This design comes from an exercise in tuning for a short achievable clock period and few clock cycles per item on the open sky130 flow, not from production work. Only simulation tests tie the RTL to the original design; equivalence was not proved. Power figures rest on the tool's default switching activity, not on a simulated workload.

===== design/flow/design.v =====
module adder (
    input wire [31:0] in1,
    input wire [31:0] in2,
    output wire [31:0] out
);
assign out = in1 + in2;
endmodule
module mux2x1 #(parameter n = 32)(
    input wire sel,
    input wire [n-1:0] in0, in1,
    output reg [n-1:0] out
);
always @* begin
    out = (sel) ? in1 : in0;
end
endmodule
module mux3x1 #(parameter n = 32)(
    input wire [1:0] sel,
    input wire [n-1:0] in0, in1, in2,
    output reg [n-1:0] out
);
always @* begin
    case (sel)
        2'b10: out = in2;
        2'b01: out = in1;
        default: out = in0;
    endcase
end
endmodule
module flip_flop #(parameter n = 32) (
    input wire clk,
    input wire rst,
    input wire [n-1:0] d,
    output reg [n-1:0] q
);
always @(posedge clk or posedge rst) begin
    if (rst) begin
        q <= 'b0;
    end
    else begin
        q <= d; 
    end
end
endmodule
module Sign_ext (
    input wire [31:7] in,
    input wire [1:0] opcode,
    output reg [31:0] out
);
always @* begin
    case(opcode)
        2'b00: out = {{20{in[31]}}, in[31:20]};  
        2'b01: out = {{20{in[31]}}, in[31:25], in[11:7]};  
        2'b10: out = {{20{in[31]}}, in[7], in[30:25], in[11:8], 1'b0};  
        2'b11: out = {{12{in[31]}}, in[19:12], in[20], in[30:21], 1'b0};  
        default: out = 32'h00000000;  
    endcase
end
endmodule
module Reg_file (
    input wire clk,
    input wire rst,
    input wire [4:0] Addr1,
    input wire [4:0] Addr2,
    input wire [4:0] Addr3,
    input wire [31:0] wd3,
    input wire we3,
    output reg [31:0] rd1,
    output reg [31:0] rd2
);
reg [31:0] temp [0:31];
integer i;
always @(posedge clk or posedge rst) begin
    if (rst) begin
        for (i = 0; i < 32; i = i + 1) begin
            temp[i] <= 32'h0;
        end
    end
    else begin
        if (we3) begin
            temp[Addr3] <= wd3;
        end
    end
end
always @* begin
    rd1 = (Addr1 == 5'b0) ? 32'h0 : temp[Addr1];
    rd2 = (Addr2 == 5'b0) ? 32'h0 : temp[Addr2];
end
endmodule
module Alu (
    input wire [1:0] ALUctrl,
    input wire [31:0] A, B,
    output reg [31:0] ALUout,
    output wire zero
);
assign zero = (ALUout == 32'b0) ? 1'b1 : 1'b0;
always @(*)
begin
    case(ALUctrl)
        2'b00: ALUout = A + B;
        2'b01: ALUout = A - B;
        2'b10: ALUout = A & B;
        2'b11: ALUout = A | B;
        default: ALUout = 32'b0;
    endcase
end
endmodule
module Alu_decoder (
    input wire [1:0] ALUop,
    input wire [2:0] funct3,
    input wire        funct7_5,
    input wire        op_5,
    output reg [1:0] ALUctrl
);
always @(*)
begin
    case(ALUop)
        2'b00:  
            ALUctrl = 2'b00;
        2'b01:  
            ALUctrl = 2'b01;
        2'b10:  
            case(funct3)
                3'b000: 
                    if ({op_5, funct7_5} == 3'b11)
                        ALUctrl = 2'b01;  
                    else
                        ALUctrl = 2'b00;  
                3'b111: 
                    ALUctrl = 2'b10;  
                3'b110: 
                    ALUctrl = 2'b11;  
                default: 
                    ALUctrl = 2'b00;
            endcase
        default: 
            ALUctrl = 2'b00; 
    endcase
end
endmodule
module main_decoder (
    input wire [6:0] op,
    output reg jump,
    output reg jalr,
    output reg branch,
    output reg [1:0] immsrc,
    output reg ALUsrc,
    output reg [1:0] ALUop,
    output reg [1:0] resultsrc,
    output reg regwr,
    output reg memwr
);
reg [2:0] instr_type;
always @* begin
    instr_type[2] = (op[6] == 1'b1 && op[5:3] == 3'b000) ? 1 : 0;  
    instr_type[1] = (op == 7'b1100011) ? 1 : 0;  
    instr_type[0] = (op == 7'b1101111) ? 1 : 0;  
end
always@(*)
begin
  case(op)
    7'b0000011 :  
    begin
      regwr     = 1'b1  ;
      immsrc    = 2'b00 ;
      ALUsrc    = 1'b1  ;
      memwr     = 1'b0  ;
      resultsrc = 2'b01 ;
      branch    = 1'b0  ; 
      ALUop     = 2'b00 ;
      jump      = 1'b0  ;
      jalr      = 1'b0  ;
    end
    7'b0100011 :  
    begin
      regwr     = 1'b0  ;
      immsrc    = 2'b01 ;
      ALUsrc    = 1'b1  ;
      memwr     = 1'b1  ;
      resultsrc = 2'b00 ;
      branch    = 1'b0  ; 
      ALUop     = 2'b00 ;
      jump      = 1'b0  ;
      jalr      = 1'b0  ;
    end
    7'b0110011 :  
    begin
      regwr     = 1'b1  ;
      immsrc    = 2'b00 ;
      ALUsrc    = 1'b0  ;
      memwr     = 1'b0  ;
      resultsrc = 2'b00 ;
      branch    = 1'b0  ; 
      ALUop     = 2'b10 ;
      jump      = 1'b0  ;
      jalr      = 1'b0  ;
    end
    7'b1100011 :  
    begin
      regwr     = 1'b0  ;
      immsrc    = 2'b10 ;
      ALUsrc    = 1'b0  ;
      memwr     = 1'b0  ;
      resultsrc = 2'b00 ;
      branch    = 1'b1  ; 
      ALUop     = 2'b01 ;
      jump      = 1'b0  ;
      jalr      = 1'b0  ;
    end
    7'b0010011 :  
    begin
      regwr     = 1'b1  ;
      immsrc    = 2'b00 ;
      ALUsrc    = 1'b1  ;
      memwr     = 1'b0  ;
      resultsrc = 2'b00 ;
      branch    = 1'b0  ; 
      ALUop     = 2'b10 ;
      jump      = 1'b0  ;
      jalr      = 1'b0  ;
    end
    7'b1101111 :  
    begin
      regwr     = 1'b1  ;
      immsrc    = 2'b11 ;
      ALUsrc    = 1'b0  ;
      memwr     = 1'b0  ;
      resultsrc = 2'b10 ;
      branch    = 1'b0  ; 
      ALUop     = 2'b00 ;
      jump      = 1'b1  ;
      jalr      = 1'b0  ;
    end
    7'b1100111 :  
    begin
      regwr     = 1'b1  ;
      immsrc    = 2'b00 ;
      ALUsrc    = 1'b1  ;
      memwr     = 1'b0  ;
      resultsrc = 2'b10 ;
      branch    = 1'b0  ; 
      ALUop     = 2'b00 ;
      jump      = 1'b0  ;
      jalr      = 1'b1  ;
    end
    default : 
    begin
      regwr     = 1'b0  ;
      immsrc    = 2'b00 ;
      ALUsrc    = 1'b0  ;
      memwr     = 1'b0  ;
      resultsrc = 2'b00 ;
      branch    = 1'b0  ; 
      ALUop     = 2'b00 ;
      jump      = 1'b0  ;
      jalr      = 1'b0  ;
    end
  endcase
end
endmodule
module control_unit(
    input wire [6:0] op,
    input wire [2:0] funct3,
    input wire funct7_5,
    input wire zero,
    output wire [1:0] PCsrc,
    output wire [1:0] immsrc,
    output wire ALUsrc,
    output wire [1:0] ALUctrl,
    output wire [1:0] resultsrc,
    output wire regwr,
    output wire memwr
);
wire [1:0] ALUop;
wire jump;
wire jalr;
wire branch;
wire zero_new;
assign zero_new = (funct3[0] && op == 7'b1100011) ? !zero : zero;
assign PCsrc = {jalr, ((zero_new & branch) | jump)};
main_decoder u_md (
    .op(op),
    .jump(jump),
    .jalr(jalr),
    .branch(branch),
    .immsrc(immsrc),
    .ALUsrc(ALUsrc),
    .ALUop(ALUop), 
    .resultsrc(resultsrc),
    .regwr(regwr),
    .memwr(memwr)
);
Alu_decoder u_ad (
    .ALUop(ALUop),
    .funct3(funct3),
    .funct7_5(funct7_5),
    .op_5(op[5]),
    .ALUctrl(ALUctrl)
);
endmodule
module datapath (
    input wire clk,
    input wire rst,
    input wire [31:0] instr,
    input wire [31:0] read_data,
    input wire [1:0] PCsrc,
    input wire [1:0] immsrc,
    input wire ALUsrc,
    input wire [1:0] ALUctrl,
    input wire [1:0] resultsrc,
    input wire regwr,
    output wire [31:0] PC,
    output wire zero,
    output wire [31:0] ALUout,
    output wire [31:0] write_data
);
wire [31:0] PCnext, PCplus4, PCtarget;
wire [31:0] result;
wire [31:0] SrcA, SrcB;
wire [31:0] immext;
flip_flop #(32) u_ff(
    .clk(clk),
    .rst(rst),
    .d(PCnext), 
    .q(PC)
);
mux3x1 #(32) u_pcmux (
    .sel(PCsrc),
    .in0(PCplus4),
    .in1(PCtarget),
    .in2({ALUout[31:1], 1'b0}),
    .out(PCnext)
);
Reg_file u_regf (
    .clk(clk),
    .rst(rst),
    .Addr1(instr[19:15]),
    .Addr2(instr[24:20]),
    .Addr3(instr[11:7]),
    .wd3(result), 
    .we3(regwr),
    .rd1(SrcA), 
    .rd2(write_data)
);
Sign_ext u_signext(
    .in(instr[31:7]),
    .opcode(immsrc),
    .out(immext)
);
mux2x1 #(32) u_alumux (
    .sel(ALUsrc),
    .in0(write_data),
    .in1(immext),
    .out(SrcB)
);
adder u_adderplus4 (
    .in1(PC), 
    .in2(32'd4),
    .out(PCplus4)
);
adder u_addertarget (
    .in1(PC), 
    .in2(immext),
    .out(PCtarget)
);
Alu u_ALU (
    .ALUctrl(ALUctrl),
    .A(SrcA),
    .B(SrcB),
    .ALUout(ALUout),
    .zero(zero)
);
mux3x1 #(32) u_resultmux (
    .sel(resultsrc),
    .in0(ALUout),
    .in1(read_data),
    .in2(PCplus4),
    .out(result)
);
endmodule
module top_RISCV #(
    parameter n = 10,
    parameter m = 32
)(
    input wire clk,
    input wire rst,
    output wire [n-1:0] addr,
    output wire [m-1:0] write_data,
    output wire memwr,
    input wire [31:0] read_data,
    output wire [31:0] PC,
    input wire [31:0] instr
);
wire [1:0] PCsrc;
wire [1:0] immsrc;
wire ALUsrc;
wire [1:0] ALUctrl;
wire [1:0] resultsrc;
wire regwr;
wire zero;
wire [31:0] ALUout;
datapath u_dp (
    .clk(clk),
    .rst(rst),
    .instr(instr),
    .read_data(read_data),
    .PC(PC),
    .PCsrc(PCsrc),
    .immsrc(immsrc),
    .ALUsrc(ALUsrc),
    .ALUctrl(ALUctrl),
    .resultsrc(resultsrc),
    .regwr(regwr),
    .zero(zero),
    .ALUout(ALUout),
    .write_data(write_data)
);
control_unit u_cu (
    .op(instr[6:0]),
    .funct3(instr[14:12]),
    .funct7_5(instr[30]),
    .zero(zero),
    .PCsrc(PCsrc),
    .immsrc(immsrc),
    .ALUsrc(ALUsrc),
    .ALUctrl(ALUctrl),
    .resultsrc(resultsrc),
    .regwr(regwr),
    .memwr(memwr)
);
assign addr = ALUout[9:0];
endmodule

===== design/flow/run.sh =====
#!/bin/bash
# synth_recipe.tcl (not shown) runs the flow's synth.tcl, then flattens the netlist and writes it again
# the make line also repeats each setting of config.mk as NAME=value (left out here)
make -C /OpenROAD-flow-scripts/flow DESIGN_CONFIG=/design/flow/config.mk WORK_HOME=/design/flow/orfs CLKGATE_MAP_FILE= SYNTH_SCRIPT=/design/flow/synth_recipe.tcl finish

===== design/flow/config.mk =====
export PLATFORM = sky130hd
export DESIGN_NAME = top_RISCV
export DESIGN_NICKNAME = top_RISCV
export VERILOG_FILES = /design/flow/design.v
export SDC_FILE = /design/flow/constraint.sdc
export NUM_CORES = 8
export LEC_CHECK = 0
export CAP_MARGIN = 20
export CORE_MARGIN = 2
export CORE_UTILIZATION = 40
export SETUP_SLACK_MARGIN = 5
export SLEW_MARGIN = 20

===== design/flow/constraint.sdc =====
create_clock -name core_clock -period 10.0 [get_ports {clk}]
set_input_delay 2.0000 -clock core_clock [delete_from_list [all_inputs] [get_ports {clk}]]
set_output_delay 2.0000 -clock core_clock [all_outputs]
set_load 0.01 [all_outputs]

==> key figures <==
Yosys
  – Post-synth top cells: 1218 x nand2_1, 1058 x o21ai_0, 1024 x dfrtp_1
  – Sequential cell area fraction in the yosys report: 45.27%
  – Async set-reset flop share out of synthesis: 100.0%
  – Post-synth top flop: dfrtp_1
  – Synth warnings: 9
  – Synth Cell Area: between 50000 and 60000 um^2
  – Synth area leader: dfrtp_1
  – Syn Area/Cell: 8.478 um^2
  – Cells after synthesis: 6677
  – Top post-synthesis cells by area: dfrtp_1 45%, o21ai_0 9.4%, nand2_1 8.1%
  – #FFs+latches synth: 1024
  – Most frequent cell after synthesis: nand2_1
  – Yosys cell types: 91
  – Yosys top cell area share: 45.27%
  – Number of synthesized flops with an enable pin: 0
  – Mapped Nets: 6817

Route
  – Post-route DRC: 0
  – Routed wire length: 390.3 mm
  – Antenna-violating nets left: 0
  – Via density: between 7 and 8
  – DR iter-0 viols: around 13000
  – Initial DRT Pass Iterations: 14
  – Wire per inst: 41.37 um
  – Detailed-route via count: approximately 68000

Clock tree
  – Inserted Clock Buffers: 116
  – CTS Hold Bufs: 0
  – Clk root buf: clkbuf_16
  – Skew-Pair Late Insertion Delay: about 0.83 ns
  – H-Tree Level Count: 3
  – CTS tree: yes
  – Num Clock Sinks: 1024
  – Clock Tree Buf Depth: 3
  – Clk pin slew, worst setup/hold paths: about 0.06 ns

Global routing
  – First-pass GRT wire length: 514.9 mm
  – Met2 Usage GRT: 67.98%
  – Busiest grt layer: met2
  – Largest net degree at the start of global routing: 167
  – Total GRT Usage: 51.14%
  – Vias in the first global route: 61190
  – Met3 Use GR: 24.64%
  – M1 GR Usage: between 60% and 70%
  – Initial antenna violation count: 35
  – Congestion Overflow GR: 0

Place
  – IO Port Bufs: 140
  – Post-Place Setup Slack: 0.04590 ns
  – Dpl hpwl: 240.4 mm
  – Final GP Congestion: 1.070

Worst setup path
  – Critical path endpoint category: flip-flop
  – WP buf/inv: 7
  – Slowest stage cell, crit path: or4bb_4
  – Worst Path Class, Setup: input pin to flip-flop
  – Crit path top cell by count: buf_6
  – Top delay family on crit path: compound AO/OA/AOI/OAI gates
  – Critical path peak fanout: 20
  – Startpoint types: input pin
  – Max incr delay on CP: 0.56 ns
  – Crit path DAT: 9.23 ns
  – CP Data Required Time: 10.69 ns

Min path
  – Hold/Removal Path Class: flip-flop to flip-flop

Floorplan
  – Row count: 138
  – Initial Utilization: 40.13%
  – CORE AREA: 141100 um^2
  – Num ports: 141
  – Die Span Y: 380.2 um
  – Die Area: 144500 um^2
  – Die W: ~380 um

Finish
  – Share of cells above drive strength 1: 31.56%
  – Synth-to-Final Area Change: 44.06%
  – Nets: 7549

Power
  – Internal: 0.009331 W
  – PD cells: 177.5 nW/um^2
  – Comb power frac: 34.7%
  – Worst VDD drop: 0.2038 mV
  – Clk pwr share: 33.1%
  – Reg power frac: 32.2%
  – Switching power: 0.005146 W
  – Sw Ratio: between 30% and 40%
  – Pleak: 36.24 nW

STA
  – Post-route setup slack: 1.460 ns
  – Final Setup Violations: 0
  – Fin crit share: between 80% and 90%
  – Worst-Margin Slew: 1.326 ns
  – Hold Vio Cnt, Final: 0
  – Worst rel slew slack: around an eighth
  – Unrepaired setup endpoints after global routing: true
  – Final Skew: about 0.10 ns
  – Min Tclk post-route: approximately 8.5 ns
  – Fmax achieved: about 0.12 GHz
  – WHS: 0.5025 ns
  – Final Max Slew Viols: 0

Status
  – Status: timing/DRC/antenna clean

Job
  – Max-Cap Viols: 0
cells in the final DEF, fill, tap and decap left out, types with 20 or more instances in the layout:
| cell type | instances |
|---|---|
| a221oi_2 | 26 |
| o21ai_1 | 204 |
| buf_8 | 39 |
| o21ai_0 | 427 |
| xor2_1 | 38 |
| a22o_1 | 32 |
| nand2_1 | 1168 |
| nor4_2 | 21 |
| nor2_2 | 28 |
| a221oi_1 | 25 |
| a21o_1 | 45 |
| inv_1 | 62 |
| buf_6 | 229 |
| xnor2_1 | 59 |
| nand3_1 | 355 |
| clkbuf_8 | 28 |
| buf_16 | 72 |
| a22oi_1 | 510 |
| clkbuf_16 | 146 |
| a21oi_1 | 130 |
| nand2_4 | 35 |
| a2111oi_2 | 25 |
| and3_1 | 215 |
| ha_1 | 58 |
| a222oi_1 | 30 |
| clkdlybuf4s50_1 | 80 |
| a2111oi_4 | 20 |
| nor3_1 | 40 |
| buf_12 | 171 |
| diode_2 | 34 |
| nor2_4 | 53 |
| o21ai_2 | 452 |
| nor2_1 | 134 |
| buf_4 | 566 |
| a21oi_2 | 28 |
| dfrtp_1 | 1024 |
| a21oi_4 | 43 |
| nand4_1 | 171 |
state kept, by name, indices dropped and copies added, names as in the netlist:
register          flops
u_dp.u_regf.temp    992
u_dp.u_ff.q          32
worst register-to-register path, delay by kind of cell, from the launching register on:
kind | cells | cell delay [ns]
AO/OA/AOI/OAI | 12 | 2.93
AND/OR/NAND/NOR | 10 | 2.06
buffers and inverters | 5 | 0.78
adder cells (fa/ha/maj) | 2 | 0.62
flip-flops | 1 | 0.57
XOR/XNOR | 2 | 0.36
routing by layer:
layer,wire length [um],part of all wire (%)
met1,136700,35
met2,149400,38
met3,63380,16
met4,40100,10
met5,779,0.20
worst paths after layout:
path / slack [ns] / from / cells after the start / endpoint
hold reg to reg: 0.50 / u_dp.u_regf.temp[10][21] / 2 / u_dp.u_regf.temp[10][21]
min in group asynchronous: 1.72 / rst / 3 / u_dp.u_regf.temp[30][6]
setup / recovery: 1.46 / instr[20] / 34 / u_dp.u_ff.q[15]
setup reg to reg: 2.55 / u_dp.u_regf.temp[23][5] / 31 / u_dp.u_ff.q[15]
hold / removal: 0.50 / u_dp.u_regf.temp[10][21] / 2 / u_dp.u_regf.temp[10][21]
max in group asynchronous: 6.76 / rst / 4 / u_dp.u_regf.temp[21][24]
layout make-up:
class / instances / area [um^2]
Antenna cell: 34 / 85.08
Tap cell: 1890 / 2365
Sequential cell: 1024 / 25620
Fill cell: 12400 / 59520
Inverter: 70 / 285.3
Multi-Input combinational cell: 4980 / 34140
Clock buffer: 164 / 3406
Timing Repair Buffer: 1217 / 14820
Clock inverter: 54 / 823.3
metrics by stage:
step                total power (W)  setup TNS, ns  area [um^2]  cells  utilization (%)
floorplan                  0.005925       -6260.67        56970   6677                -
global placement           0.007270         -3.977        63470   8629            44.99
detailed placement         0.007267              0        63540   8632            45.04
CTS                         0.01347              0        76490   9212            54.22
global route                0.01468              0        81480   9406            57.76
finish                      0.01448              0        81550   9433            57.81
repair_timing:
action | in CTS | in global routing
buffers inserted | 294 | 148
endpoints found under the setup margin | 1067 | 1038
hold endpoints to repair | 0 | 0
pin swaps | 337 | 339
gates resized for setup | 1415 | 1048
cloned | 68 | 38
power groups by stage:
stage / clock network, W / logic [W] / registers [W]
after global routing: 0.00494 / 0.00507 / 0.00467
after CTS: 0.00475 / 0.00408 / 0.00464
after detailed placement: 0 / 0.00256 / 0.00470
final: 0.00479 / 0.00502 / 0.00466
after global placement: 0 / 0.00256 / 0.00471
after floorplan: 0 / 0.00132 / 0.00461
kinds of logic after synthesis:
logic type,synth area share [%]
AND/OR/NAND/NOR,20.94
AO/OA/AOI/OAI,24.76
flip-flops,45.27
buffers and inverters,4.670
XOR/XNOR,1.684
adder cells (fa/ha/maj),1.998
multiplexers,0.6763
Testbench counts, summed over its fixed seeds: cycles 21,394, instrs 21,298.

[separate check: timing with driven ports]
The flow's constraints put no driver on any port. The routed layout listed below was extracted and timed again, unchanged, in two steps.
Step 1 sets driving cells, clkbuf_16 on the clock port and buf_2 on the other inputs (assumed; they add their load-dependent delay and slew).
Step 2 adds t to the input delays and takes it off the output delays; t is the mean of the earliest and latest rising clock arrival at the registers after step 1. Input paths then give back, and output paths get back, about the clock's delay inside the block.
a / b / c = ideal / step 1 / step 2; a / b = the first two.
t, ns: 0.879
setup WS [ns]: 1.460 / 1.288 / 0.430
worst setup path after step 2: input to register
latest minus earliest clock arrival (ns): 0.101 / 0.101
slew at the worst register clock pin (ns): 0.07 / 0.07
After both steps this run still meets setup and hold. The setup slack of this run moves by -0.172 ns with the drivers and by -1.030 ns with both steps.
